Background: an optimization exercise with open tools, aiming at small area and a short achievable clock period. Do not read the settings as production practice. Function was checked by simulation only, so behaviour that the tests miss may differ from the original.

==> flow/design.v, too long to show whole: its modules and the start of the top module <==
// module clk_ctrl: 1761 lines
// module cc_ha: 4 lines
// module cc_fa: 4 lines
module clk_ctrl
(
	input  wire        clk_i,
	input  wire        rstn_i,
	input  wire [15:0] freq,
	output wire        dds1_o,
	output wire        dds_o
);
  // ...
==> flow/run.sh <==
#!/bin/bash
# synth_recipe.tcl (not shown) runs the flow's synth.tcl, then flattens the netlist and writes it again
# the make line also repeats each setting of config.mk as NAME=value (left out here)
make -C /OpenROAD-flow-scripts/flow DESIGN_CONFIG=/design/flow/config.mk WORK_HOME=/design/flow/orfs CLKGATE_MAP_FILE= SYNTH_SCRIPT=/design/flow/synth_recipe.tcl finish
==> flow/config.mk <==
export PLATFORM = sky130hd
export DESIGN_NAME = clk_ctrl
export DESIGN_NICKNAME = clk_ctrl
export VERILOG_FILES = /design/flow/design.v
export SDC_FILE = /design/flow/constraint.sdc
export NUM_CORES = 4
export LEC_CHECK = 0
export CAP_MARGIN = 20
export CORE_MARGIN = 2
export CORE_UTILIZATION = 40
export SLEW_MARGIN = 20
export SYNTH_HIERARCHICAL = 1
==> flow/constraint.sdc <==
create_clock -name core_clock -period 70.0 [get_ports {clk_i}]
set_input_delay 14.0000 -clock core_clock [delete_from_list [all_inputs] [get_ports {clk_i}]]
set_output_delay 14.0000 -clock core_clock [all_outputs]
set_load 0.01 [all_outputs]
==> flow_metrics.tcl, run 1 <==
set metrics [dict create \
    outcome "timing/DRC/antenna clean" \
    reg2reg_slack_ns 55.46 \
    synth_common_cells "fa_1 (343), dfrtp_1 (90), ha_1 (56), inv_1 (44), nand2_1 (11)" \
    num_io_pins 20 \
    die_h_um 166 \
    crit_path_end_kind "output port" \
    synthFlopType "dfrtp_1" \
    wl_met3_mm 1.48 \
    synth_fa_ha_area_share_pct 72.3 \
    endpoint "dds1_o" \
    met3_usage_pct 3.60 \
    placed_area_um2 11100 \
    tightest_slew_ns 0.806 \
    fmax_mhz 65.6 \
    final_cell_mix "fa_1 (343), dfrtp_1 (90), ha_1 (56)" \
    signal_buffers 20 \
    synth_compound_area_share_pct 2.69 \
    grt_pass1_wl_mm 39.7 \
    cts_tree "built" \
    clk_latency_ns 0.37 \
    hp-start "cnt1[31]" \
    worst_r2r_endpoint "dds1" \
    grt_use_met1_pct 27.8 \
    place_hpwl_mm 19.6 \
    ant_nets 0 \
]
==> inputs of run 2 (changes only) <==
--- a/flow/config.mk
+++ b/flow/config.mk
@@ -10,2 +10,3 @@
 export CORE_UTILIZATION = 40
+export CTS_BUF_LIST = sky130_fd_sc_hd__clkbuf_8
 export SLEW_MARGIN = 20
==> run 2 against run 1 <==
Still clean on timing, DRC and antenna. Design area fell by 0.89%. Fmax fell by 0.19%. Flip-flop and latch count did not move. Die area did not move. Count of clock-buffer cells in the layout fell by 3. Global-route usage fell by 0.12 points. Critical path type unchanged. Critical endpoint unchanged. Largest cell class unchanged.
==> flow_metrics.tcl, run 2 <==
set metrics [dict create \
    finalSetupViolCount 0 \
    tightest_slew_ns 0.816 \
    gp_congestion 0.876 \
    routed_via_density 5.33 \
    ys_ff_latch 90 \
    path_class "reg -> out" \
    ys_seq_area_share_pct 21.4 \
    grt_pass1_vias 6758 \
    die_h_um 166 \
    drive_gt1_share_pct 2.88 \
    place_inst 978 \
    synth-edff-count 0 \
    top_regs "cnt1: 32 flops, cnt: 32 flops, fr: 16 flops" \
    grt.overflow.total 0 \
    synth_cell_type_count 28 \
    grt.total_usage_pct 19.3 \
    start_kind "register" \
    drv_slew 0 \
    vias 5294 \
    fin_ws_ns 54.72 \
    critPathArrivalTime_ns 1.28 \
    clk_latency_ns 0.40 \
    initial_core_util_pct 40.5 \
    drtIter0Drc 418 \
    finalCritPeriodShare_pct 21.8 \
    port_buffers 19 \
    synth_common_cells "fa_1 (343), dfrtp_1 (90), ha_1 (56), inv_1 (44), nand2_1 (11)" \
    synthesis.area_um2 10500 \
    fmax_mhz 65.5 \
    required_ns 56.00 \
    clkTransAtPathRegs_ns 0.10 \
    mostFrequentLayoutCell "fa_1" \
    n_antenna_cell 0 \
    finalSetupTns_ns 0 \
    final_cell_mix "fa_1 (343), dfrtp_1 (90), ha_1 (56)" \
    hp-start "cnt1[31]" \
    wl_met2_mm 11.9 \
    hold_buffers 0 \
    drv_cap 0 \
    placed_area_um2 11100 \
    routedLengthMet1_mm 9.84 \
    grt_pass1_wl_mm 39.6 \
    path_buf_inv 1 \
    wire_per_inst_um 23.8 \
    antenna_found_initial 0 \
    final_area_um2 11300 \
    cts_buffers 9 \
    hold_viol_final 0 \
    fin_skew_ns 0.0228 \
    worst-path-max-fanout 1 \
    cts_tree "built" \
    drc_errors 0 \
    async_flop_share_pct 100 \
    dieArea_um2 27600 \
    hold_class "reg -> reg" \
    synth_top_area_share_pct 65.2 \
    htreeDepth 3 \
    place_hpwl_mm 19.6 \
    cts_max_path_buffers 2 \
    synthTopCellsByArea "fa_1 (65%), dfrtp_1 (21%), ha_1 (6.7%), inv_1 (1.6%), nand4_1 (0.59%)" \
    grt_setup_unrepaired "no" \
    routed.top_layer "met4" \
    period_needed_ns 15.28 \
    synthFlopType "dfrtp_1" \
    cts_root_buf "clkbuf_8" \
    syn_nets 1040 \
    cts.sinks 90 \
    core_um2 26000 \
    wl_mm 23.7 \
    crit_slowest_cell "clkdlybuf4s50_1" \
    fin_cells 994 \
    drt_pass1_iterations 6 \
    dpl_worst_slack_ns 54.82 \
    fin_nets 1071 \
    placementRows 59 \
    post_cts_buffers 0 \
    crit_chain "clkdlybuf4s50_1" \
    num_io_pins 20 \
    cpLargestDelayFamily "buffers and inverters" \
    grt_max_degree 50 \
    yosys.area.top_type "fa_1" \
    fin_util_pct 43.6 \
    slowest_delay_ns 0.54 \
    syn2layout_area_growth_pct 7.62 \
    outcome "timing/DRC/antenna clean" \
    cts_resized 0 \
    syn_inst 623 \
    crit_path_end_kind "output port" \
    ys_warn_count 7 \
    regToRegStartpoint "fr[14]" \
    relSlewSlack_pct 45.5 \
    dieWidth_um 166 \
    synth_most_common_cell "fa_1" \
    startpoint "dds1" \
    wl_met3_mm 1.65 \
    ant_nets 0 \
    syn_avg_cell_area_um2 16.9 \
]
run 2: cell counts after synthesis:
No cell type changed its count.
run 2: cell families after synthesis:
kind of cell    share of synthesized area, %
xor+xnor                               0.166
compound gates                          2.69
flops                                   21.4
fa+ha+maj                               72.3
buf+inv                                 1.57
simple gates                            1.87
run 2: tightest hold or removal path, cell delays in order (launching register included):
cell	delay [ns]
dfrtp_1	0.37
fa_1	0.20
fa_1	0.24
run 2: Yosys stat by module (local to each module, per instance):
module	copies in the design	cells
clk_ctrl	1	226
cc_fa	343	1
cc_ha	54	1
run 2: final timing paths:
check | to | slack [ns] | depth (start not counted)
max in group asynchronous | cnt1[22] | 55.29 | 2
hold reg to reg | cnt1[31] | 0.86 | 2
setup reg to reg | dds1 | 55.46 | 38
min in group asynchronous | cnt1[17] | 13.59 | 1
setup / recovery | dds1_o | 54.72 | 1
hold / removal | cnt1[31] | 0.86 | 2
run 2: cell type report:
| cell class | count | area [µm²] |
|---|---|---|
| multi-input combinational | 489 | 8110 |
| clock buffer | 9 | 124 |
| timing repair buffer | 20 | 195 |
| tap | 335 | 419 |
| clock inverter | 7 | 63.8 |
| sequential | 90 | 2250 |
| inverter | 44 | 165 |
| fill | 2317 | 14700 |
run 2: routing by layer:
metal | vias up | global-route usage [%]
met5 | - | 0
met1 | 3028 | 27.7
li1 | 2068 | -
met4 | 0 | 4.76
met2 | 172 | 31.1
met3 | 26 | 3.43
run 2: stage by stage:
step           hold slack [ns]
2_1_floorplan            0.753
5_1_grt                  0.903
3_5_place_dp             0.840
3_3_place_gp             0.847
4_1_cts                  0.871
6_report                 0.860
==> inputs of run 3 (changes only) <==
==> flow/flow/run.sh (new file) <==
#!/bin/bash
# The standard layout (standard.sh, all ORFS steps unchanged), except that the
# port buffers that buffer_ports inserts are plain sky130_fd_sc_hd__buf_1 cells
# instead of the delay buffers it picks by default. Every port is still buffered.
set -euo pipefail
export BUFFER_PORTS_ARGS="-buffer_cell sky130_fd_sc_hd__buf_1"
bash standard.sh finish > standard_make.log 2>&1
==> flow/standard.sh (new file) <==
#!/bin/bash
# synth_recipe.tcl (not shown) runs the flow's synth.tcl, then flattens the netlist and writes it again
# the make line also repeats each setting of config.mk as NAME=value (left out here)
make -C /OpenROAD-flow-scripts/flow DESIGN_CONFIG=/design/flow/config.mk WORK_HOME=/design/flow/orfs CLKGATE_MAP_FILE= SYNTH_SCRIPT=/design/flow/synth_recipe.tcl "${@:-finish}"
--- a/flow/config.mk
+++ b/flow/config.mk
@@ -10,3 +10,2 @@
 export CORE_UTILIZATION = 40
-export CTS_BUF_LIST = sky130_fd_sc_hd__clkbuf_8
 export SLEW_MARGIN = 20
removed: flow/run.sh
==> run 3 against run 2 <==
Still clean. Fmax is 3.0% higher. First-iteration DRC count is 28% lower. Die area did not move. Critical endpoint unchanged.
==> flow_metrics.tcl, run 3 <==
set metrics [dict create \
    fill_cells 2326 \
    hold_buffers 0 \
    outcome "timing/DRC/antenna clean" \
    top_regs "cnt1: 32 flops, cnt: 32 flops, fr: 16 flops" \
    grt.overflow.total 0 \
    htreeDepth 3 \
    worst-path-max-fanout 1 \
    hold_class "reg -> reg" \
    antenna_found_initial 0 \
    syn_avg_cell_area_um2 16.9 \
    grt_pass1_vias 6719 \
    ys_seq_area_share_pct 21.4 \
    critPathArrivalTime_ns 0.84 \
    synth.area.mux_share_pct 0 \
    syn2layout_area_growth_pct 7.64 \
    synth_top_family_by_area "adder cells" \
    die_h_um 166 \
    gp_congestion 0.877 \
    fin_nets 1072 \
    hold_viol_final 0 \
    cts_root_buf "clkbuf_16" \
    port_buffers 19 \
    mostFrequentLayoutCell "fa_1" \
    dieArea_um2 27600 \
    synth-edff-count 0 \
    wl_mm 23.4 \
    post_cts_buffers 0 \
    async_flop_share_pct 100 \
    synth_most_common_cell "fa_1" \
    cts_max_path_buffers 2 \
    grt.total_usage_pct 19.1 \
    multi_input_area_um2 8110 \
    crit_path_end_kind "output port" \
    synthFlopType "dfrtp_1" \
    crit_chain "buf_1" \
    ys_warn_count 7 \
    fin_skew_ns 0.0107 \
    grt_pass1_wl_mm 39.4 \
    synth_top_area_share_pct 65.2 \
    required_ns 56.00 \
    clkTransAtPathRegs_ns 0.07 \
    synth_cell_type_count 28 \
    cts.sinks 90 \
    wire_per_inst_um 23.5 \
    ant_nets 0 \
    place_hpwl_mm 19.3 \
    period_needed_ns 14.84 \
    yosys.area.top_type "fa_1" \
    routed_via_density 5.29 \
    drt_pass1_iterations 7 \
    path_class "reg -> out" \
    drc_errors 0 \
    cts_buffers 9 \
    finalSetupViolCount 0 \
    finalCritPeriodShare_pct 21.2 \
    syn_nets 1040 \
    tightest_slew_ns 0.781 \
    drive_gt1_share_pct 3.48 \
    start_kind "register" \
    slowest_delay_ns 0.36 \
    placementRows 59 \
    grt_max_degree 48 \
    synthesis.area_um2 10500 \
    drv_slew 0 \
    synth_compound_area_share_pct 2.69 \
    synth_fa_ha_area_share_pct 72.3 \
    cts_tree "built" \
    synth-simple-area-share_pct 1.87 \
    final_cell_mix "fa_1 (343), dfrtp_1 (90), ha_1 (56)" \
    drv_cap 0 \
    cts_resized 0 \
    clk_latency_ns 0.36 \
    initial_core_util_pct 40.5 \
    vias 5261 \
    finalSetupTns_ns 0 \
    cpLargestDelayFamily "flip-flops" \
    dieWidth_um 166 \
    syn_inst 623 \
    hold_slack_ns 0.817 \
    path_buf_inv 1 \
    grt_setup_unrepaired "no" \
    crit_slowest_cell "dfrtp_1" \
    synth_common_cells "fa_1 (343), dfrtp_1 (90), ha_1 (56), inv_1 (44), nand2_1 (11)" \
    fmax_mhz 67.4 \
    n_antenna_cell 0 \
    num_io_pins 20 \
    relSlewSlack_pct 47.9 \
    ys_ff_latch 90 \
    core_um2 26000 \
    synthTopCellsByArea "fa_1 (65%), dfrtp_1 (21%), ha_1 (6.7%), inv_1 (1.6%), nand4_1 (0.59%)" \
    final-seq-area_um2 2250 \
    drtIter0Drc 300 \
    synth_xor_area_share_pct 0.166 \
]
run 3: worst paths after layout:
kind	start	end	slack, ns	depth (start not counted)
max	dds1	dds1_o	55.16	1
min	cnt1[31]	cnt1[31]	0.82	2
max reg2reg	fr[0]	dds	55.55	36
min reg2reg	cnt1[31]	cnt1[31]	0.82	2
max in group asynchronous	rstn_i	cnt[10]	55.23	2
min in group asynchronous	rstn_i	cnt1[30]	13.69	1
run 3: kinds of logic (layout without fill, tap and decap cells):
| kind of cell | count (synthesis) | after routing |
|---|---|---|
| adders and majority gates | 403 | 403 |
| DFF | 90 | 90 |
| buffers and inverters | 44 | 81 |
| AOI/OAI and AO/OA | 43 | 43 |
| and+or+nand+nor | 41 | 41 |
| xor gates and xnor gates | 2 | 2 |
run 3: final cells by class:
class / count / area share [%]
Clock buffer: 11 / 2.23
Clock inverter: 5 / 0.375
Inverter: 44 / 1.46
Multi-Input combinational cell: 489 / 71.6
Sequential cell: 90 / 19.9
Tap cell: 335 / 3.70
Timing Repair Buffer: 21 / 0.795
run 3: per-module statistics from Yosys (local to each module, per instance):
module    area, µm²  flops+latches  copies in the design  cells inside
cc_fa          20.0              0                   343             1
clk_ctrl       2980             90                     1           226
cc_ha          12.5              0                    54             1
run 3: per-layer routing:
metal / part of all wire [%] / vias to the layer above / global-route usage, %
met4: 1.4 / 0 / 4.27
met3: 5.0 / 20 / 4.50
met1: 43 / 3020 / 27.2
li1: - / 2079 / -
met2: 50 / 142 / 30.5
met5: 0 / - / 0
run 3: worst min-delay path, delay by kind of cell (launching register included):
kind	cells	cell delay, ns
flip-flops	1	0.35
adder cells (fa/ha/maj)	2	0.42
run 3: stage by stage:
step / util [%] / instances / worst slack, ns / instance area, µm²
6_report: 43.6 / 995 / 55.16 / 11300
3_5_place_dp: 42.5 / 979 / 54.77 / 11000
3_3_place_gp: 42.5 / 979 / 54.82 / 11000
2_1_floorplan: - / 623 / 55.62 / 10500
4_1_cts: 43.6 / 995 / 55.14 / 11300
5_1_grt: 43.6 / 995 / 54.93 / 11300
==> inputs of run 4 (changes only) <==
--- a/flow/config.mk
+++ b/flow/config.mk
@@ -7,2 +7,3 @@
 export LEC_CHECK = 0
+export ABC_AREA = 1
 export CAP_MARGIN = 20
@@ -10,2 +11,3 @@
 export CORE_UTILIZATION = 40
+export CTS_BUF_LIST = sky130_fd_sc_hd__clkbuf_8
 export SLEW_MARGIN = 20
==> run 4 against run 3 <==
Area after synthesis rose by 1.0%. First-iteration DRC count fell by 5.0%. Clock skew rose by 0.0086 ns. Critical endpoint is now dds_o. Largest cell class unchanged.
==> flow_metrics.tcl, run 4 <==
set metrics [dict create \
    outcome "timing/DRC/antenna clean" \
    top_regs "cnt1: 32 flops, cnt: 32 flops, fr: 16 flops" \
    antenna_found_initial 0 \
    cts_root_buf "clkbuf_8" \
    crit_path_end_kind "output port" \
    ys_warn_count 7 \
    crit_chain "buf_1" \
    wl_mm 23.0 \
    fin_ws_ns 55.11 \
    async_flop_share_pct 100 \
    reg2reg_slack_ns 55.65 \
    worst_r2r_endpoint "dds" \
    ant_nets 0 \
    path_buf_inv 1 \
    required_ns 56.00 \
    place_hpwl_mm 19.4 \
    hold_class "reg -> reg" \
    grt_setup_unrepaired "no" \
    hold_buffers 0 \
    initial_core_util_pct 40.8 \
    clk_latency_ns 0.39 \
    fin_cells 1053 \
    ys_seq_area_share_pct 21.2 \
    vias 5383 \
    yosys.area.top_type "fa_1" \
    cts_buffers 9 \
    startpoint "dds" \
    fin_skew_ns 0.0193 \
    syn_nets 1095 \
    cts_tree "built" \
    grt_max_degree 61 \
    cpLargestDelayFamily "flip-flops" \
    synth-edff-count 0 \
    final_cell_mix "fa_1 (343), dfrtp_1 (90), nand2_1 (60)" \
    cts_max_path_buffers 2 \
    mostFrequentLayoutCell "fa_1" \
    endpoint "dds_o" \
    worst-path-max-fanout 1 \
    cts_resized 0 \
    core_um2 26100 \
    wire_per_inst_um 21.8 \
    place_inst 1037 \
    finalSetupViolCount 0 \
    drv_slew 0 \
    tightest_slew_ns 0.865 \
    n_antenna_cell 0 \
    grt_pass1_vias 6724 \
    finalCritPeriodShare_pct 21.3 \
    htreeDepth 3 \
    placementRows 59 \
    synth_cell_type_count 28 \
    dpl_worst_slack_ns 54.70 \
    syn_avg_cell_area_um2 15.7 \
    synth_common_cells "fa_1 (343), dfrtp_1 (90), nand2_1 (60), inv_1 (58), ha_1 (56)" \
    start_kind "register" \
    synth_top_area_share_pct 64.6 \
    grt.total_usage_pct 18.8 \
    dieWidth_um 167 \
    synthesis.area_um2 10600 \
    path_class "reg -> out" \
    drc_errors 0 \
    r2r_cells 38 \
    drt_pass1_iterations 4 \
    crit_slowest_cell "dfrtp_1" \
    syn_inst 678 \
    cts.sinks 90 \
    post_cts_buffers 0 \
    grt.overflow.total 0 \
    clkTransAtPathRegs_ns 0.11 \
    slowest_delay_ns 0.38 \
    dieArea_um2 27900 \
    critPathArrivalTime_ns 0.89 \
    cp_num_cells 1 \
    num_io_pins 20 \
    syn2layout_area_growth_pct 6.98 \
    ys_ff_latch 90 \
    gp_congestion 0.874 \
    drtIter0Drc 285 \
    hold_viol_final 0 \
    period_needed_ns 14.89 \
    drv_cap 0 \
    grt_pass1_wl_mm 38.9 \
    finalSetupTns_ns 0 \
    regToRegStartpoint "fr[0]" \
    synth_most_common_cell "fa_1" \
    synthTopCellsByArea "fa_1 (65%), dfrtp_1 (21%), ha_1 (6.6%), nand2_1 (2.1%), inv_1 (2.0%)" \
    routed_via_density 5.11 \
    fmax_mhz 67.1 \
    die_h_um 167 \
    port_buffers 19 \
    synthFlopType "dfrtp_1" \
    fin_nets 1130 \
    relSlewSlack_pct 42.3 \
    drive_gt1_share_pct 3.48 \
]
run 4: cell types whose count changed after synthesis, moves of 4 or more:
cell     delta
nand2_1    +49
nor2_1     +15
inv_1      +14
maj3_2      -4
a22oi_1     -4
o22ai_1     -6
run 4: modules after synthesis, one instance, submodules excluded:
module | times used | area [µm²] | flip-flops and latches
cc_ha | 54 | 12.5 | 0
cc_fa | 343 | 20.0 | 0
clk_ctrl | 1 | 3090 | 90
run 4: metal layers:
layer / global-route usage, % / routed length [µm] / part of all wire (%) / up-vias
met3: 3.90 / 1370 / 6.0 / 26
met2: 28.6 / 11000 / 48 / 142
met4: 5.10 / 570 / 2.5 / 0
met5: 0 / 0 / 0 / -
met1: 27.9 / 10000 / 44 / 3039
li1: - / - / - / 2176
run 4: cell families after synthesis:
family | Yosys count | synth area share [%]
adder cells (fa/ha/maj) | 399 | 71.1
AND/OR/NAND/NOR | 107 | 4.19
flip-flops | 90 | 21.2
buffers and inverters | 60 | 2.12
AO/OA/AOI/OAI | 20 | 1.21
XOR/XNOR | 2 | 0.165
run 4: worst min-delay path by stage:
stage          slack (ns)  depth (start not counted)       end     start
6_report             0.83                          2  cnt1[31]  cnt1[31]
4_1_cts              0.84                          2  cnt1[31]  cnt1[31]
3_5_place_dp         0.80                          2  cnt1[31]  cnt1[31]
5_1_grt              0.87                          2  cnt1[31]  cnt1[31]
2_1_floorplan        0.75                          2  cnt1[31]  cnt1[31]
3_3_place_gp         0.82                          2  cnt1[31]  cnt1[31]
run 4: area by class of cell:
type	instances	area [µm²]
sequential	90	2250
clock inverter	6	72.6
multi-input combinational	528	8160
clock buffer	10	138
timing repair buffer	24	113
tap	335	419
fill	2332	14700
inverter	60	225
run 4: metrics by stage:
stage / cell area (µm²) / hold slack, ns / utilization [%]
final: 11400 / 0.825 / 43.7
after global routing: 11400 / 0.875 / 43.7
after CTS: 11400 / 0.836 / 43.7
after detailed placement: 11200 / 0.799 / 42.9
after global placement: 11200 / 0.816 / 42.9
after floorplan: 10600 / 0.754 / -
run 4: worst min-delay path: cells and delay by family (launching register included):
family                   cells  cell delay, ns
adder cells (fa/ha/maj)      2            0.42
flip-flops                   1            0.37
==> inputs of run 5 (changes only) <==
--- a/flow/config.mk
+++ b/flow/config.mk
@@ -7,3 +7,2 @@
 export LEC_CHECK = 0
-export ABC_AREA = 1
 export CAP_MARGIN = 20
@@ -12,2 +11,3 @@
 export CTS_BUF_LIST = sky130_fd_sc_hd__clkbuf_8
+export CTS_CLUSTER_SIZE = 30
 export SLEW_MARGIN = 20
==> run 5 against run 4 <==
Synthesized cell count down 8.1%. First-iteration DRC count up 2.1%. Core utilization down 0.45 points. Register-to-register slack worse by 0.09 ns. Die area down 1.0%. Cell count down 5.5%. Flip-flop and latch count unchanged. Design area down 1.3%. Count of clock-buffer cells in the layout up 1. Clock skew up 0.0039 ns. Global-route usage up 0.30 points. Critical path type unchanged.
==> flow_metrics.tcl, run 5 <==
set metrics [dict create \
    ant_nets 0 \
    clkTransAtPathRegs_ns 0.10 \
    cpLargestDelayFamily "flip-flops" \
    core_um2 26000 \
    outcome "timing/DRC/antenna clean" \
    routed_via_density 5.25 \
    grt_use_met2_pct 30.5 \
    drc_errors 0 \
    grt_setup_unrepaired "no" \
    finalCritPeriodShare_pct 21.3 \
    cts_root_buf "clkbuf_8" \
    drv_slew 0 \
    cts_buffers 9 \
    fmax_mhz 67.2 \
    cts_resized 0 \
    slowest_delay_ns 0.38 \
    grt_use_met1_pct 27.1 \
    place_inst 979 \
    yosys.area.top_type "fa_1" \
    final_cell_mix "fa_1 (343), dfrtp_1 (90), ha_1 (56)" \
    async_flop_share_pct 100 \
    synth_most_common_cell "fa_1" \
    drive_gt1_share_pct 3.48 \
    synthTopCellsByArea "fa_1 (65%), dfrtp_1 (21%), ha_1 (6.7%), inv_1 (1.6%), nand4_1 (0.59%)" \
    syn_nets 1040 \
    hold_viol_final 0 \
    antenna_found_initial 0 \
    port_buffers 19 \
    required_ns 56.00 \
    grt_pass1_vias 6720 \
    finalSetupTns_ns 0 \
    grt_max_degree 48 \
    clk_latency_ns 0.40 \
    wl_mm 23.3 \
    dieWidth_um 166 \
    start_kind "register" \
    crit_chain "buf_1" \
    drtIter0Drc 291 \
    ys_warn_count 7 \
    mostFrequentLayoutCell "fa_1" \
    htreeDepth 3 \
    die_h_um 166 \
    drv_cap 0 \
    cts_tree "built" \
    path_buf_inv 1 \
    post_cts_buffers 0 \
    dieArea_um2 27600 \
    relSlewSlack_pct 46.8 \
    vias 5222 \
    hold_class "reg -> reg" \
    ys_ff_latch 90 \
    fin_cells 995 \
    gp_congestion 0.877 \
    period_needed_ns 14.88 \
    grt_pass1_wl_mm 39.3 \
    place_hpwl_mm 19.3 \
    syn_inst 623 \
    tightest_slew_ns 0.797 \
    crit_slowest_cell "dfrtp_1" \
    grt.overflow.total 0 \
    fin_nets 1072 \
    hold_buffers 0 \
    synthesis.area_um2 10500 \
    initial_core_util_pct 40.5 \
    cts.sinks 90 \
    wire_per_inst_um 23.4 \
    synthFlopType "dfrtp_1" \
    num_io_pins 20 \
    synth_cell_type_count 28 \
    n_antenna_cell 0 \
    cts_max_path_buffers 2 \
    drt_pass1_iterations 6 \
    synth_common_cells "fa_1 (343), dfrtp_1 (90), ha_1 (56), inv_1 (44), nand2_1 (11)" \
    ys_seq_area_share_pct 21.4 \
    finalSetupViolCount 0 \
    syn_avg_cell_area_um2 16.9 \
    top_regs "cnt1: 32 flops, cnt: 32 flops, fr: 16 flops" \
    worst-path-max-fanout 1 \
    synth-edff-count 0 \
    grt.total_usage_pct 19.1 \
    crit_path_end_kind "output port" \
    placementRows 59 \
    met3_usage_pct 4.55 \
    critPathArrivalTime_ns 0.88 \
    synth_top_area_share_pct 65.2 \
    fin_skew_ns 0.0232 \
    top_usage_layer "met2" \
    syn2layout_area_growth_pct 6.68 \
    path_class "reg -> out" \
]
[run 5: cell count changes after synthesis, sizes merged, moves of 3 or more]
cell and change:
inv -15, nand3 -3, nand2 -50, o21ai +3, nor2 -15, a211oi +3
o22ai +6, a22oi +4, maj3 +4, o211ai +3
[run 5: path summary, 6_finish.rpt]
path | cells after the start | slack [ns] | endpoint | startpoint
worst max-delay path | 1 | 55.12 | dds_o | dds
worst min-delay path | 2 | 0.82 | cnt1[31] | cnt1[31]
worst max register to register | 36 | 55.56 | dds | fr[0]
worst min register to register | 2 | 0.82 | cnt1[31] | cnt1[31]
max in group asynchronous | 2 | 55.28 | cnt[10] | rstn_i
min in group asynchronous | 1 | 13.64 | cnt1[30] | rstn_i
[run 5: metrics by stage]
step                      hold slack (ns)  utilization [%]  setup slack, ns  instance area, µm²
after floorplan                     0.753                -            55.62               10500
after global placement              0.790             42.5            54.82               11000
after detailed placement            0.795             42.5            54.77               11000
after CTS                           0.831             43.2            55.10               11200
after global routing                0.904             43.2            54.91               11200
final                               0.824             43.2            55.12               11200
[run 5: cells by family after synthesis]
group	synth area share [%]
AOI/OAI and AO/OA	2.69
and+or+nand+nor	1.87
buffers and inverters	1.57
adders and majority gates	72.3
DFF	21.4
xor gates and xnor gates	0.166
[run 5: Yosys stat by module (local to each module, per instance)]
module / times used / flip-flops and latches / cell area [µm²] / cells
cc_fa: 343 / 0 / 20.0 / 1
cc_ha: 54 / 0 / 12.5 / 1
clk_ctrl: 1 / 90 / 2980 / 226
[run 5: per-layer routing]
metal / up-vias / wire length (µm)
li1: 2074 / -
met1: 2986 / 9870
met2: 138 / 11700
met3: 24 / 1280
met4: 0 / 382
met5: - / 0
[run 5: final cells by class]
| type | count | area [µm²] |
|---|---|---|
| tap | 335 | 419 |
| multi-input combinational | 489 | 8110 |
| clock buffer | 11 | 151 |
| sequential | 90 | 2250 |
| fill | 2328 | 14800 |
| timing repair buffer | 21 | 90.1 |
| clock inverter | 5 | 42.5 |
| inverter | 44 | 165 |
==> inputs of run 6 (changes only) <==
--- a/flow/config.mk
+++ b/flow/config.mk
@@ -10,3 +10,3 @@
 export CORE_UTILIZATION = 40
-export CTS_BUF_LIST = sky130_fd_sc_hd__clkbuf_8
+export CTS_BUF_LIST = sky130_fd_sc_hd__clkbuf_16
 export CTS_CLUSTER_SIZE = 30
==> run 6 against run 5 <==
Critical path depth stayed put. Core utilization is 0.31 points higher. First-iteration DRC count is 6.2% higher. Design area is 0.72% higher. Critical path type unchanged. Largest cell class unchanged.
==> flow_metrics.tcl, run 6 <==
set metrics [dict create \
    outcome "timing/DRC/antenna clean" \
    synthTopCellsByArea "fa_1 (65%), dfrtp_1 (21%), ha_1 (6.7%), inv_1 (1.6%), nand4_1 (0.59%)" \
    synth_top_area_share_pct 65.2 \
    syn2layout_area_growth_pct 7.45 \
    required_ns 56.00 \
    initial_core_util_pct 40.5 \
    drc_errors 0 \
    cts_resized 0 \
    synth_cell_type_count 28 \
    gp_congestion 0.877 \
    wl_mm 23.4 \
    final_cell_mix "fa_1 (343), dfrtp_1 (90), ha_1 (56)" \
    fin_nets 1072 \
    grt_setup_unrepaired "no" \
    wire_per_inst_um 23.5 \
    syn_avg_cell_area_um2 16.9 \
    top_regs "cnt1: 32 flops, cnt: 32 flops, fr: 16 flops" \
    syn_inst 623 \
    synthFlopType "dfrtp_1" \
    fmax_mhz 67.4 \
    mostFrequentLayoutCell "fa_1" \
    dieWidth_um 166 \
    period_needed_ns 14.84 \
    grt_pass1_vias 6719 \
    vias 5244 \
    drive_gt1_share_pct 3.18 \
    final_area_um2 11300 \
    regToRegStartpoint "fr[0]" \
    async_flop_share_pct 100 \
    syn_nets 1040 \
    drt_pass1_iterations 6 \
    hold_class "reg -> reg" \
    fin_skew_ns 0.0111 \
    reg2reg_slack_ns 55.55 \
    num_io_pins 20 \
    hold_slack_ns 0.818 \
    fin_cells 995 \
    grt_pass1_wl_mm 39.4 \
    ant_nets 0 \
    startpoint "dds1" \
    cp_num_cells 1 \
    finalCritPeriodShare_pct 21.2 \
    post_cts_buffers 0 \
    tightest_slew_ns 0.792 \
    clk_latency_ns 0.36 \
    place_hpwl_mm 19.3 \
    endpoint "dds1_o" \
    slowest_delay_ns 0.36 \
    ys_ff_latch 90 \
    routed_via_density 5.27 \
    drv_cap 0 \
    antenna_found_initial 0 \
    port_buffers 19 \
    grt.overflow.total 0 \
    critPathArrivalTime_ns 0.84 \
    synth_most_common_cell "fa_1" \
    drv_slew 0 \
    synth-edff-count 0 \
    ys_seq_area_share_pct 21.4 \
    grt.total_usage_pct 19.1 \
    r2r_cells 36 \
    core_um2 26000 \
    ys_warn_count 7 \
    dpl_worst_slack_ns 54.77 \
    fin_util_pct 43.5 \
    hold_buffers 0 \
    crit_chain "buf_1" \
    worst_r2r_endpoint "dds" \
    path_buf_inv 1 \
    yosys.area.top_type "fa_1" \
    path_class "reg -> out" \
    n_antenna_cell 0 \
    placed_area_um2 11000 \
    dieArea_um2 27600 \
    start_kind "register" \
    hp-start "cnt1[31]" \
    crit_path_end_kind "output port" \
    finalSetupViolCount 0 \
    cts_root_buf "clkbuf_16" \
    worst-path-max-fanout 1 \
    hold_viol_final 0 \
    cts.sinks 90 \
    finalSetupTns_ns 0 \
    cts_tree "built" \
    place_inst 979 \
    clkTransAtPathRegs_ns 0.07 \
    cpLargestDelayFamily "flip-flops" \
    htreeDepth 3 \
    grt_max_degree 48 \
    cts_buffers 9 \
    fin_ws_ns 55.16 \
    synthesis.area_um2 10500 \
    drtIter0Drc 309 \
    cts_max_path_buffers 2 \
    synth_common_cells "fa_1 (343), dfrtp_1 (90), ha_1 (56), inv_1 (44), nand2_1 (11)" \
    crit_slowest_cell "dfrtp_1" \
    placementRows 59 \
    die_h_um 166 \
    relSlewSlack_pct 47.1 \
]
## run 6: changes by cell type in the layout (fill, tap and decap cells not counted), sizes merged
| cell | change |
|---|---|
| clkinv | +2 |
| clkbuf | -2 |
## run 6: final cells by class
class                      instances  area [µm²]
clock buffer                       9         225
fill                            2330       14700
multi-input combinational        489        8110
timing repair buffer              21        90.1
tap                              335         419
inverter                          44         165
clock inverter                     7        50.0
sequential                        90        2250
## run 6: how the worst min path moves through the flow
stage / endpoint / slack (ns) / cells after the start
after floorplan: cnt1[31] / 0.75 / 2
after global placement: cnt1[31] / 0.79 / 2
after detailed placement: cnt1[31] / 0.79 / 2
after CTS: cnt1[31] / 0.82 / 2
after global routing: cnt1[31] / 0.89 / 2
final: cnt1[31] / 0.82 / 2
## run 6: per-layer routing
| metal | global-route usage, % | wire, µm |
|---|---|---|
| met5 | 0 | 0 |
| met4 | 4.27 | 373 |
| met3 | 4.34 | 1250 |
| met2 | 30.6 | 11800 |
| met1 | 27.3 | 9930 |
## run 6: cells by family after synthesis
logic type / after synthesis / share of synthesized area (%)
AOI/OAI and AO/OA: 43 / 2.69
xor gates and xnor gates: 2 / 0.166
adders and majority gates: 403 / 72.3
buffers and inverters: 44 / 1.57
DFF: 90 / 21.4
and+or+nand+nor: 41 / 1.87
## run 6: modules after synthesis (local to each module, per instance)
module    flip-flops and latches  copies in the design  cells inside
cc_ha                          0                    54             1
cc_fa                          0                   343             1
clk_ctrl                      90                     1           226
==> inputs of run 7 (changes only) <==
--- a/flow/config.mk
+++ b/flow/config.mk
@@ -10,4 +10,4 @@
 export CORE_UTILIZATION = 40
-export CTS_BUF_LIST = sky130_fd_sc_hd__clkbuf_16
-export CTS_CLUSTER_SIZE = 30
+export CTS_BUF_LIST = sky130_fd_sc_hd__clkbuf_8
+export CTS_CLUSTER_DIAMETER = 100
 export SLEW_MARGIN = 20
==> run 7 against run 6 <==
Sequential share of layout area increased by 0.14 points. Flip-flop and latch count unchanged. Non-clock buffer count unchanged. Core utilization decreased by 0.31 points. Clock skew increased by 0.012 ns. Count of clock-buffer cells in the layout increased by 2. Worst hold slack improved by 0.0056 ns. Routed wire length decreased by 0.43%. Cell count unchanged.
==> flow_metrics.tcl, run 7 <==
set metrics [dict create \
    cts_tree "built" \
    placementRows 59 \
    die_h_um 166 \
    synthFlopType "dfrtp_1" \
    async_flop_share_pct 100 \
    drv_cap 0 \
    synthTopCellsByArea "fa_1 (65%), dfrtp_1 (21%), ha_1 (6.7%), inv_1 (1.6%), nand4_1 (0.59%)" \
    dpl_worst_slack_ns 54.77 \
    finalSetupTns_ns 0 \
    yosys.area.top_type "fa_1" \
    path_buf_inv 1 \
    fin_cells 995 \
    finalSetupViolCount 0 \
    initial_core_util_pct 40.5 \
    r2r_cells 36 \
    cts_root_buf "clkbuf_8" \
    crit_path_end_kind "output port" \
    drive_gt1_share_pct 3.48 \
    hold_depth 2 \
    cpLargestDelayFamily "flip-flops" \
    synth-simple-area-share_pct 1.87 \
    clk_latency_ns 0.40 \
    critPathArrivalTime_ns 0.88 \
    cts_max_path_buffers 2 \
    grt_pass1_vias 6720 \
    syn_nets 1040 \
    gp_congestion 0.877 \
    synth_cell_type_count 28 \
    ys_ff_latch 90 \
    ys_seq_area_share_pct 21.4 \
    drt_pass1_iterations 6 \
    grt.overflow.total 0 \
    ant_nets 0 \
    routed_via_density 5.25 \
    path_class "reg -> out" \
    fin_nets 1072 \
    mostFrequentLayoutCell "fa_1" \
    port_buffers 19 \
    synth.area.mux_share_pct 0 \
    tightest_slew_ns 0.797 \
    fmax_mhz 67.2 \
    final_cell_mix "fa_1 (343), dfrtp_1 (90), ha_1 (56)" \
    htreeDepth 3 \
    grt_max_degree 48 \
    core_um2 26000 \
    drv_slew 0 \
    start_kind "register" \
    wl_mm 23.3 \
    hold_class "reg -> reg" \
    syn_inst 623 \
    cts.sinks 90 \
    syn2layout_area_growth_pct 6.68 \
    outcome "timing/DRC/antenna clean" \
    crit_chain "buf_1" \
    top_regs "cnt1: 32 flops, cnt: 32 flops, fr: 16 flops" \
    drc_errors 0 \
    dieWidth_um 166 \
    synth_most_common_cell "fa_1" \
    post_cts_buffers 0 \
    num_io_pins 20 \
    required_ns 56.00 \
    synth_common_cells "fa_1 (343), dfrtp_1 (90), ha_1 (56), inv_1 (44), nand2_1 (11)" \
    clkTransAtPathRegs_ns 0.10 \
    fin_util_pct 43.2 \
    drtIter0Drc 291 \
    placed_area_um2 11000 \
    n_antenna_cell 0 \
    synth-edff-count 0 \
    synth_top_area_share_pct 65.2 \
    relSlewSlack_pct 46.8 \
    place_hpwl_mm 19.3 \
    hold_buffers 0 \
    finalCritPeriodShare_pct 21.3 \
    final_area_um2 11200 \
    cts_resized 0 \
    cp_num_cells 1 \
    syn_avg_cell_area_um2 16.9 \
    crit_slowest_cell "dfrtp_1" \
    period_needed_ns 14.88 \
    wire_per_inst_um 23.4 \
    synth_top_family_by_area "adder cells" \
    synth_xor_area_share_pct 0.166 \
    grt_pass1_wl_mm 39.3 \
    dieArea_um2 27600 \
    grt_setup_unrepaired "no" \
    fin_ws_ns 55.12 \
    fill_cells 2328 \
    synth_fa_ha_area_share_pct 72.3 \
    slowest_delay_ns 0.38 \
    worst-path-max-fanout 1 \
    vias 5222 \
    synth_compound_area_share_pct 2.69 \
    hold_viol_final 0 \
    grt.total_usage_pct 19.1 \
    ys_warn_count 7 \
    fin_skew_ns 0.0232 \
    hold_slack_ns 0.824 \
    synthesis.area_um2 10500 \
    antenna_found_initial 0 \
    place_inst 979 \
    cts_buffers 9 \
]
## run 7: cell counts after synthesis
Identical to the previous run, type by type.
## run 7: cell families after synthesis
family,count (synthesis)
adder cells (fa/ha/maj),403
flip-flops,90
buffers and inverters,44
AO/OA/AOI/OAI,43
AND/OR/NAND/NOR,41
XOR/XNOR,2
## run 7: metal layers
layer	share of wire (%)	wire (µm)	global-route usage, %	vias to the layer above
li1	-	-	-	2074
met1	42	9870	27.1	2986
met2	50	11700	30.5	138
met3	5.5	1280	4.55	24
met4	1.6	382	4.16	0
met5	0	0	0	-
## run 7: final timing paths
kind	start	to	slack, ns
worst max-delay path	dds	dds_o	55.12
worst min-delay path	cnt1[31]	cnt1[31]	0.82
worst max register to register	fr[0]	dds	55.56
worst min register to register	cnt1[31]	cnt1[31]	0.82
max in group asynchronous	rstn_i	cnt[10]	55.28
min in group asynchronous	rstn_i	cnt1[30]	13.64
## run 7: worst min-delay path, cell delays in order, from the launching register on
cell and delay (ns):
dfrtp_1 0.37, fa_1 0.21, fa_1 0.21
## run 7: per-module statistics from Yosys, one instance, submodules excluded
module	cell area, µm²	flops+latches	cells
cc_fa	20.0	0	1
cc_ha	12.5	0	1
clk_ctrl	2980	90	226
## run 7: area by class of cell
cell class | instances | area (µm²) | area share (%)
clock buffer | 11 | 151 | 1.35
clock inverter | 5 | 42.5 | 0.379
inverter | 44 | 165 | 1.47
multi-input combinational | 489 | 8110 | 72.2
sequential | 90 | 2250 | 20.1
tap | 335 | 419 | 3.73
timing repair buffer | 21 | 90.1 | 0.802
==> inputs of run 8 (changes only) <==
--- a/flow/config.mk
+++ b/flow/config.mk
@@ -11,3 +11,2 @@
 export CTS_BUF_LIST = sky130_fd_sc_hd__clkbuf_8
-export CTS_CLUSTER_DIAMETER = 100
 export SLEW_MARGIN = 20
==> run 8 against run 7 <==
Design area unchanged. First-iteration DRC count stayed put. Synthesized cell count unchanged. Still clean. Area after synthesis is the same. Non-clock buffer count is the same. Worst setup slack is the same. Fmax did not move. Critical path depth unchanged. Core utilization did not move.
==> flow_metrics.tcl, run 8 <==
set metrics [dict create \
    outcome "timing/DRC/antenna clean" \
    htreeDepth 3 \
    cts_resized 0 \
    clk_latency_ns 0.40 \
    synth_most_common_cell "fa_1" \
    cts_tree "built" \
    worst-path-max-fanout 1 \
    initial_core_util_pct 40.5 \
    slowest_delay_ns 0.38 \
    post_cts_buffers 0 \
    syn_avg_cell_area_um2 16.9 \
    synth_common_cells "fa_1 (343), dfrtp_1 (90), ha_1 (56), inv_1 (44), nand2_1 (11)" \
    ant_nets 0 \
    fin_skew_ns 0.0232 \
    final_cell_mix "fa_1 (343), dfrtp_1 (90), ha_1 (56)" \
    routed_via_density 5.25 \
    ys_seq_area_share_pct 21.4 \
    regToRegStartpoint "fr[0]" \
    grt_setup_unrepaired "no" \
    hold_class "reg -> reg" \
    port_buffers 19 \
    required_ns 56.00 \
    async_flop_share_pct 100 \
    num_io_pins 20 \
    syn_nets 1040 \
    drv_cap 0 \
    n_antenna_cell 0 \
    yosys.area.top_type "fa_1" \
    crit_path_end_kind "output port" \
    hold_buffers 0 \
    syn2layout_area_growth_pct 6.68 \
    critPathArrivalTime_ns 0.88 \
    ys_ff_latch 90 \
    synth_cell_type_count 28 \
    grt_pass1_wl_mm 39.3 \
    cts_max_path_buffers 2 \
    dieArea_um2 27600 \
    hold_depth 2 \
    drt_pass1_iterations 6 \
    finalSetupViolCount 0 \
    hold_viol_final 0 \
    vias 5222 \
    ys_warn_count 7 \
    r2r_cells 36 \
    gp_congestion 0.877 \
    place_hpwl_mm 19.3 \
    reg2reg_slack_ns 55.56 \
    finalCritPeriodShare_pct 21.3 \
    synthFlopType "dfrtp_1" \
    wl_mm 23.3 \
    worst_r2r_endpoint "dds" \
    crit_slowest_cell "dfrtp_1" \
    finalSetupTns_ns 0 \
    mostFrequentLayoutCell "fa_1" \
    synthTopCellsByArea "fa_1 (65%), dfrtp_1 (21%), ha_1 (6.7%), inv_1 (1.6%), nand4_1 (0.59%)" \
    cts_buffers 9 \
    path_class "reg -> out" \
    crit_chain "buf_1" \
    synth-edff-count 0 \
    top_regs "cnt1: 32 flops, cnt: 32 flops, fr: 16 flops" \
    period_needed_ns 14.88 \
    start_kind "register" \
    drv_slew 0 \
    core_um2 26000 \
    grt_pass1_vias 6720 \
    die_h_um 166 \
    cpLargestDelayFamily "flip-flops" \
    dieWidth_um 166 \
    drc_errors 0 \
    grt.total_usage_pct 19.1 \
    drtIter0Drc 291 \
    fmax_mhz 67.2 \
    syn_inst 623 \
    hp-start "cnt1[31]" \
    tightest_slew_ns 0.797 \
    synthesis.area_um2 10500 \
    cts.sinks 90 \
    relSlewSlack_pct 46.8 \
    grt.overflow.total 0 \
    synth_top_area_share_pct 65.2 \
    wire_per_inst_um 23.4 \
    holdPathEnd "cnt1[31]" \
    fin_nets 1072 \
    clkTransAtPathRegs_ns 0.10 \
    placementRows 59 \
    drive_gt1_share_pct 3.48 \
    cts_root_buf "clkbuf_8" \
    antenna_found_initial 0 \
    grt_max_degree 48 \
    path_buf_inv 1 \
]
[run 8: cell counts in the layout (fill, tap and decap cells not counted)]
No cell type changed its count.
[run 8: metal layers]
metal,up-vias,GRT usage (%),part of all wire [%]
li1,2074,-,-
met2,138,30.5,50
met4,0,4.16,1.6
met1,2986,27.1,42
met5,-,0,0
met3,24,4.55,5.5
[run 8: worst max-delay path by stage]
stage                       from  slack, ns  cells past startpoint  endpoint
after floorplan             dds1      55.62                      0    dds1_o
after CTS                   dds1      55.10                      1    dds1_o
after global routing      fr[14]      54.91                     39      dds1
after detailed placement  rstn_i      54.77                      2    cnt[0]
final                        dds      55.12                      1     dds_o
after global placement    rstn_i      54.82                      2    cnt[0]
[run 8: cell families after synthesis]
group | after synthesis | share of synthesized area (%)
xor gates and xnor gates | 2 | 0.166
buffers and inverters | 44 | 1.57
adders and majority gates | 403 | 72.3
and+or+nand+nor | 41 | 1.87
DFF | 90 | 21.4
AOI/OAI and AO/OA | 43 | 2.69
[run 8: stage by stage]
step	cell area (µm²)	setup slack, ns	util, %	cells	hold slack (ns)
detailed placement	11000	54.77	42.5	979	0.795
floorplan	10500	55.62	-	623	0.753
CTS	11200	55.10	43.2	995	0.831
global route	11200	54.91	43.2	995	0.904
finish	11200	55.12	43.2	995	0.824
global placement	11000	54.82	42.5	979	0.790
[run 8: Yosys stat by module (local to each module, per instance)]
| module | cell area (µm²) | cells | copies in the design | flops+latches |
|---|---|---|---|---|
| clk_ctrl | 2980 | 226 | 1 | 90 |
| cc_ha | 12.5 | 1 | 54 | 0 |
| cc_fa | 20.0 | 1 | 343 | 0 |
[run 8: worst min-delay path, delay by kind of cell, from the launching register on]
family                     cells  cell delay, ns
DFF                            1            0.37
adders and majority gates      2            0.42
[run 8: cell type report]
type | count | area [µm²]
sequential | 90 | 2250
multi-input combinational | 489 | 8110
clock inverter | 5 | 42.5
fill | 2328 | 14800
clock buffer | 11 | 151
tap | 335 | 419
inverter | 44 | 165
timing repair buffer | 21 | 90.1
==> inputs of run 9 (changes only) <==
--- a/flow/config.mk
+++ b/flow/config.mk
@@ -7,3 +7,3 @@
 export LEC_CHECK = 0
-export CAP_MARGIN = 20
+export CAP_MARGIN = 0
 export CORE_MARGIN = 2
@@ -11,3 +11,3 @@
 export CTS_BUF_LIST = sky130_fd_sc_hd__clkbuf_8
-export SLEW_MARGIN = 20
+export SLEW_MARGIN = 0
 export SYNTH_HIERARCHICAL = 1
==> run 9 against run 8 <==
Area after synthesis is the same. Cell count is the same. Clock skew stayed put. Global-route usage unchanged. Still clean on timing, DRC and antenna. Design area unchanged. Routed wire length did not move. Critical path type unchanged. Sequential share of layout area did not move. Via count unchanged. Worst setup slack unchanged.
==> flow_metrics.tcl, run 9 <==
set metrics [dict create \
    synth_top_family_by_area "adder cells" \
    clkTransAtPathRegs_ns 0.10 \
    placementRows 59 \
    gp_congestion 0.877 \
    initial_core_util_pct 40.5 \
    drc_errors 0 \
    placed_area_um2 11000 \
    required_ns 56.00 \
    crit_chain "buf_1" \
    num_io_pins 20 \
    port_buffers 19 \
    hold_class "reg -> reg" \
    fin_skew_ns 0.0232 \
    finalCritPeriodShare_pct 21.3 \
    ys_warn_count 7 \
    grt_max_degree 48 \
    synth_top_area_share_pct 65.2 \
    synth_fa_ha_area_share_pct 72.3 \
    grt_use_met1_pct 27.1 \
    top_usage_layer "met2" \
    finalSetupTns_ns 0 \
    drive_gt1_share_pct 3.48 \
    htreeDepth 3 \
    place_hpwl_mm 19.3 \
    finalSetupViolCount 0 \
    yosys.area.top_type "fa_1" \
    drt_pass1_iterations 6 \
    syn_nets 1040 \
    cts.sinks 90 \
    cts_max_path_buffers 2 \
    period_needed_ns 14.88 \
    clk_latency_ns 0.40 \
    dieArea_um2 27600 \
    path_buf_inv 1 \
    routed_via_density 5.25 \
    wire_per_inst_um 23.4 \
    cts_tree "built" \
    syn_inst 623 \
    synthFlopType "dfrtp_1" \
    vias 5222 \
    top_regs "cnt1: 32 flops, cnt: 32 flops, fr: 16 flops" \
    grt_pass1_vias 6720 \
    synth.area.mux_share_pct 0 \
    cts_buffers 9 \
    mostFrequentLayoutCell "fa_1" \
    synth-simple-area-share_pct 1.87 \
    grt.total_usage_pct 19.1 \
    grt.overflow.total 0 \
    outcome "timing/DRC/antenna clean" \
    place_inst 979 \
    dpl_worst_slack_ns 54.77 \
    post_cts_buffers 0 \
    dieWidth_um 166 \
    grt_pass1_wl_mm 39.3 \
    start_kind "register" \
    n_antenna_cell 0 \
    fmax_mhz 67.2 \
    grt_setup_unrepaired "no" \
    synthTopCellsByArea "fa_1 (65%), dfrtp_1 (21%), ha_1 (6.7%), inv_1 (1.6%), nand4_1 (0.59%)" \
    fin_nets 1072 \
    drv_cap 0 \
    crit_slowest_cell "dfrtp_1" \
    final_cell_mix "fa_1 (343), dfrtp_1 (90), ha_1 (56)" \
    ant_nets 0 \
    syn2layout_area_growth_pct 6.68 \
    fin_cells 995 \
    cts_root_buf "clkbuf_8" \
    async_flop_share_pct 100 \
    fin_ws_ns 55.12 \
    tightest_slew_ns 0.797 \
    drv_slew 0 \
    crit_path_end_kind "output port" \
    hold_buffers 0 \
    met3_usage_pct 4.55 \
    slowest_delay_ns 0.38 \
    synth_compound_area_share_pct 2.69 \
    critPathArrivalTime_ns 0.88 \
    core_um2 26000 \
    hold_slack_ns 0.824 \
    cpLargestDelayFamily "flip-flops" \
    wl_mm 23.3 \
    synth_most_common_cell "fa_1" \
    grt_use_met2_pct 30.5 \
    synth_xor_area_share_pct 0.166 \
    path_class "reg -> out" \
    worst-path-max-fanout 1 \
    final_area_um2 11200 \
    antenna_found_initial 0 \
    synth-edff-count 0 \
    ys_ff_latch 90 \
    synth_cell_type_count 28 \
    cts_resized 0 \
    drtIter0Drc 291 \
    relSlewSlack_pct 46.8 \
    hold_viol_final 0 \
    synth_common_cells "fa_1 (343), dfrtp_1 (90), ha_1 (56), inv_1 (44), nand2_1 (11)" \
    synthesis.area_um2 10500 \
    die_h_um 166 \
    ys_seq_area_share_pct 21.4 \
    syn_avg_cell_area_um2 16.9 \
]
==> run 9: cell counts after synthesis <==
No cell type changed its count.
==> run 9: cell type report <==
cell class | instances | area [µm²]
clock inverters | 5 | 42.5
repair buffers | 21 | 90.1
inverters | 44 | 165
fillers | 2328 | 14800
multi-input cells | 489 | 8110
flip-flops and latches | 90 | 2250
well taps | 335 | 419
clock buffers | 11 | 151
==> run 9: per-module statistics from Yosys, one instance, submodules excluded <==
module	flip-flops and latches	copies in the design	cells
clk_ctrl	90	1	226
cc_fa	0	343	1
cc_ha	0	54	1
==> run 9: metrics by stage <==
| step | utilization (%) |
|---|---|
| after detailed placement | 42.5 |
| after global routing | 43.2 |
| after CTS | 43.2 |
| after floorplan | - |
| final | 43.2 |
| after global placement | 42.5 |
==> run 9: path summary, 6_finish.rpt <==
kind,startpoint,end,slack (ns),cells past startpoint
max in group asynchronous,rstn_i,cnt[10],55.28,2
hold / removal,cnt1[31],cnt1[31],0.82,2
min in group asynchronous,rstn_i,cnt1[30],13.64,1
hold reg to reg,cnt1[31],cnt1[31],0.82,2
setup / recovery,dds,dds_o,55.12,1
setup reg to reg,fr[0],dds,55.56,36
==> run 9: metal layers <==
layer | part of all wire [%] | vias to the layer above | wire length (µm)
li1 | - | 2074 | -
met1 | 42 | 2986 | 9870
met2 | 50 | 138 | 11700
met3 | 5.5 | 24 | 1280
met4 | 1.6 | 0 | 382
met5 | 0 | - | 0
==> run 9: cells by family (layout without fill, tap and decap cells) <==
group | after synthesis | count (layout)
XOR/XNOR | 2 | 2
flip-flops | 90 | 90
AO/OA/AOI/OAI | 43 | 43
buffers and inverters | 44 | 81
AND/OR/NAND/NOR | 41 | 41
adder cells (fa/ha/maj) | 403 | 403
==> run 9: worst min-delay path, cell delays in order (launching register included) <==
cell and delay [ns]:
dfrtp_1 0.37, fa_1 0.21, fa_1 0.21
==> inputs of run 10 (changes only) <==
==> flow/flow/run.sh (replaced) <==
#!/bin/bash
# The standard layout (standard.sh, all ORFS steps unchanged), except that the
# port buffers that buffer_ports inserts are plain sky130_fd_sc_hd__buf_2 cells
# instead of the delay buffers it picks by default. Every port is still buffered.
set -euo pipefail
export BUFFER_PORTS_ARGS="-buffer_cell sky130_fd_sc_hd__buf_2"
bash standard.sh finish > standard_make.log 2>&1
--- a/flow/config.mk
+++ b/flow/config.mk
@@ -7,3 +7,3 @@
 export LEC_CHECK = 0
-export CAP_MARGIN = 0
+export CAP_MARGIN = 20
 export CORE_MARGIN = 2
@@ -11,3 +11,3 @@
 export CTS_BUF_LIST = sky130_fd_sc_hd__clkbuf_8
-export SLEW_MARGIN = 0
+export SLEW_MARGIN = 20
 export SYNTH_HIERARCHICAL = 1
==> run 10 against run 9 <==
Still clean on timing, DRC and antenna. Worst setup slack worse by 0.015 ns. Global-route usage up 0.30 points. Fmax down 0.10%. Design area up 0.30%. Synthesized cell count unchanged. Core utilization up 0.13 points. Via count up 1.7%. Critical path type unchanged.
==> flow_metrics.tcl, run 10 <==
set metrics [dict create \
    drt_pass1_iterations 4 \
    finalSetupTns_ns 0 \
    syn2layout_area_growth_pct 7.00 \
    initial_core_util_pct 40.5 \
    hold_buffers 0 \
    synth_top_area_share_pct 65.2 \
    syn_inst 623 \
    crit_slowest_cell "dfrtp_1" \
    place_inst 978 \
    cts_max_path_buffers 2 \
    gp_congestion 0.881 \
    finalCritPeriodShare_pct 21.3 \
    cts.sinks 90 \
    die_h_um 166 \
    core_um2 26000 \
    period_needed_ns 14.90 \
    grt_pass1_vias 6854 \
    num_io_pins 20 \
    cts_resized 0 \
    vias 5310 \
    cts_buffers 9 \
    regToRegStartpoint "fr[0]" \
    required_ns 56.00 \
    synth-edff-count 0 \
    fill_cells 2301 \
    cts_tree "built" \
    cpLargestDelayFamily "flip-flops" \
    synth_most_common_cell "fa_1" \
    clk_latency_ns 0.40 \
    clkTransAtPathRegs_ns 0.10 \
    path_class "reg -> out" \
    crit_chain "buf_2" \
    routed_via_density 5.34 \
    drv_slew 0 \
    wire_per_inst_um 23.9 \
    post_cts_buffers 0 \
    finalSetupViolCount 0 \
    synthFlopType "dfrtp_1" \
    dieWidth_um 166 \
    place_hpwl_mm 19.5 \
    fin_cells 994 \
    hold_slack_ns 0.809 \
    hold_class "reg -> reg" \
    crit_path_end_kind "output port" \
    drive_gt1_share_pct 6.07 \
    ys_warn_count 7 \
    slowest_delay_ns 0.37 \
    dieArea_um2 27600 \
    syn_nets 1040 \
    synth_cell_type_count 28 \
    wl_mm 23.8 \
    drc_errors 0 \
    fin_util_pct 43.3 \
    reg2reg_slack_ns 55.51 \
    relSlewSlack_pct 43.1 \
    placementRows 59 \
    drv_cap 0 \
    grt_max_degree 50 \
    htreeDepth 3 \
    grt.total_usage_pct 19.4 \
    critPathArrivalTime_ns 0.90 \
    yosys.area.top_type "fa_1" \
    port_buffers 19 \
    mostFrequentLayoutCell "fa_1" \
    ant_nets 0 \
    hp-start "cnt1[31]" \
    async_flop_share_pct 100 \
    final_cell_mix "fa_1 (343), dfrtp_1 (90), ha_1 (56)" \
    ys_ff_latch 90 \
    hold_viol_final 0 \
    worst-path-max-fanout 1 \
    n_antenna_cell 0 \
    fin_skew_ns 0.0152 \
    synthesis.area_um2 10500 \
    syn_avg_cell_area_um2 16.9 \
    top_regs "cnt1: 32 flops, cnt: 32 flops, fr: 16 flops" \
    cts_root_buf "clkbuf_8" \
    grt.overflow.total 0 \
    grt_setup_unrepaired "no" \
    fin_nets 1071 \
    startpoint "dds" \
    antenna_found_initial 0 \
    synthTopCellsByArea "fa_1 (65%), dfrtp_1 (21%), ha_1 (6.7%), inv_1 (1.6%), nand4_1 (0.59%)" \
    path_buf_inv 1 \
    drtIter0Drc 318 \
    fmax_mhz 67.1 \
    outcome "timing/DRC/antenna clean" \
    tightest_slew_ns 0.852 \
    synth_common_cells "fa_1 (343), dfrtp_1 (90), ha_1 (56), inv_1 (44), nand2_1 (11)" \
    grt_pass1_wl_mm 40.1 \
    ys_seq_area_share_pct 21.4 \
    start_kind "register" \
]
==> run 10: cells by family after synthesis <==
logic type                 synth area share [%]
AOI/OAI and AO/OA                          2.69
xor gates and xnor gates                  0.166
adders and majority gates                  72.3
buffers and inverters                      1.57
DFF                                        21.4
and+or+nand+nor                            1.87
==> run 10: path summary, 6_finish.rpt <==
| check | to | cells past startpoint |
|---|---|---|
| max in group asynchronous | cnt1[22] | 2 |
| max reg2reg | dds | 36 |
| min | cnt1[31] | 2 |
| min reg2reg | cnt1[31] | 2 |
| max | dds_o | 1 |
| min in group asynchronous | cnt1[18] | 1 |
==> run 10: per-layer routing <==
layer | vias up | track usage, % | part of all wire, %
met5 | - | 0 | 0
met4 | 0 | 4.76 | 2.0
met3 | 30 | 4.50 | 6.6
met2 | 160 | 31.0 | 50
met1 | 3051 | 27.4 | 41
li1 | 2069 | - | -
==> run 10: modules after synthesis (local to each module, per instance) <==
module    cell area, µm²  flip-flops and latches
clk_ctrl            2980                      90
cc_fa               20.0                       0
cc_ha               12.5                       0
==> run 10: cell type report <==
cell class / count / area, µm² / area share [%]
inverter: 44 / 165 / 1.47
clock buffer: 9 / 124 / 1.10
clock inverter: 7 / 88.8 / 0.789
tap: 335 / 419 / 3.72
sequential: 90 / 2250 / 20.0
multi-input combinational: 489 / 8110 / 72.0
timing repair buffer: 20 / 105 / 0.933
==> run 10: metrics by stage <==
step           setup WS (ns)  instance area [µm²]
3_5_place_dp           54.80                11100
4_1_cts                55.08                11300
2_1_floorplan          55.62                10500
6_report               55.10                11300
5_1_grt                54.76                11300
3_3_place_gp           54.85                11100

[re-timing with driven ports]
The flow's constraints put no driver on any port. The routed layouts listed below were extracted and timed again, unchanged, in two steps. Step 1 (the two cells are an assumption about what drives the block):
set clk [get_ports {clk_i}]
set_driving_cell -lib_cell sky130_fd_sc_hd__clkbuf_16 $clk
set_driving_cell -lib_cell sky130_fd_sc_hd__buf_2 [delete_from_list [all_inputs] $clk]
Step 2, shift: input delay + t, output delay - t, t = (earliest + latest rising clock arrival at the registers) / 2. This alone moves slack from input paths to output paths. a / b / c = ideal ports / drivers / drivers and shift; a / b = the first two.
run | t (ns) | setup WS [ns] | hold slack, ns | worst slew at a driven data input, ns
run 1 | 0.409 | 54.751 / 54.703 / 54.861 | 0.855 / 0.855 / 0.855 | 0.03
run 2 | 0.431 | 54.722 / 54.676 / 54.884 | 0.860 / 0.860 / 0.860 | 0.03
run 3 | 0.400 | 55.161 / 55.115 / 54.850 | 0.817 / 0.817 / 0.817 | 0.03
run 4 | 0.422 | 55.105 / 55.062 / 54.825 | 0.825 / 0.825 / 0.825 | 0.03
run 5 | 0.430 | 55.118 / 55.076 / 54.867 | 0.824 / 0.824 / 0.824 | 0.03
run 6 | 0.401 | 55.161 / 55.115 / 54.857 | 0.818 / 0.818 / 0.818 | 0.03
run 7 | 0.430 | 55.118 / 55.076 / 54.867 | 0.824 / 0.824 / 0.824 | 0.03
run 8 | 0.430 | 55.118 / 55.076 / 54.867 | 0.824 / 0.824 / 0.824 | 0.03
run 9 | 0.430 | 55.118 / 55.076 / 54.867 | 0.824 / 0.824 / 0.824 | 0.03
run 10 | 0.436 | 55.103 / 55.061 / 54.873 | 0.809 / 0.809 / 0.809 | 0.03
After both steps every run listed still meets setup and hold. For run 3, which loses most, drivers alone change the setup slack by -0.046 ns; drivers and shift together by -0.311 ns. Setup slack includes reset recovery checks.
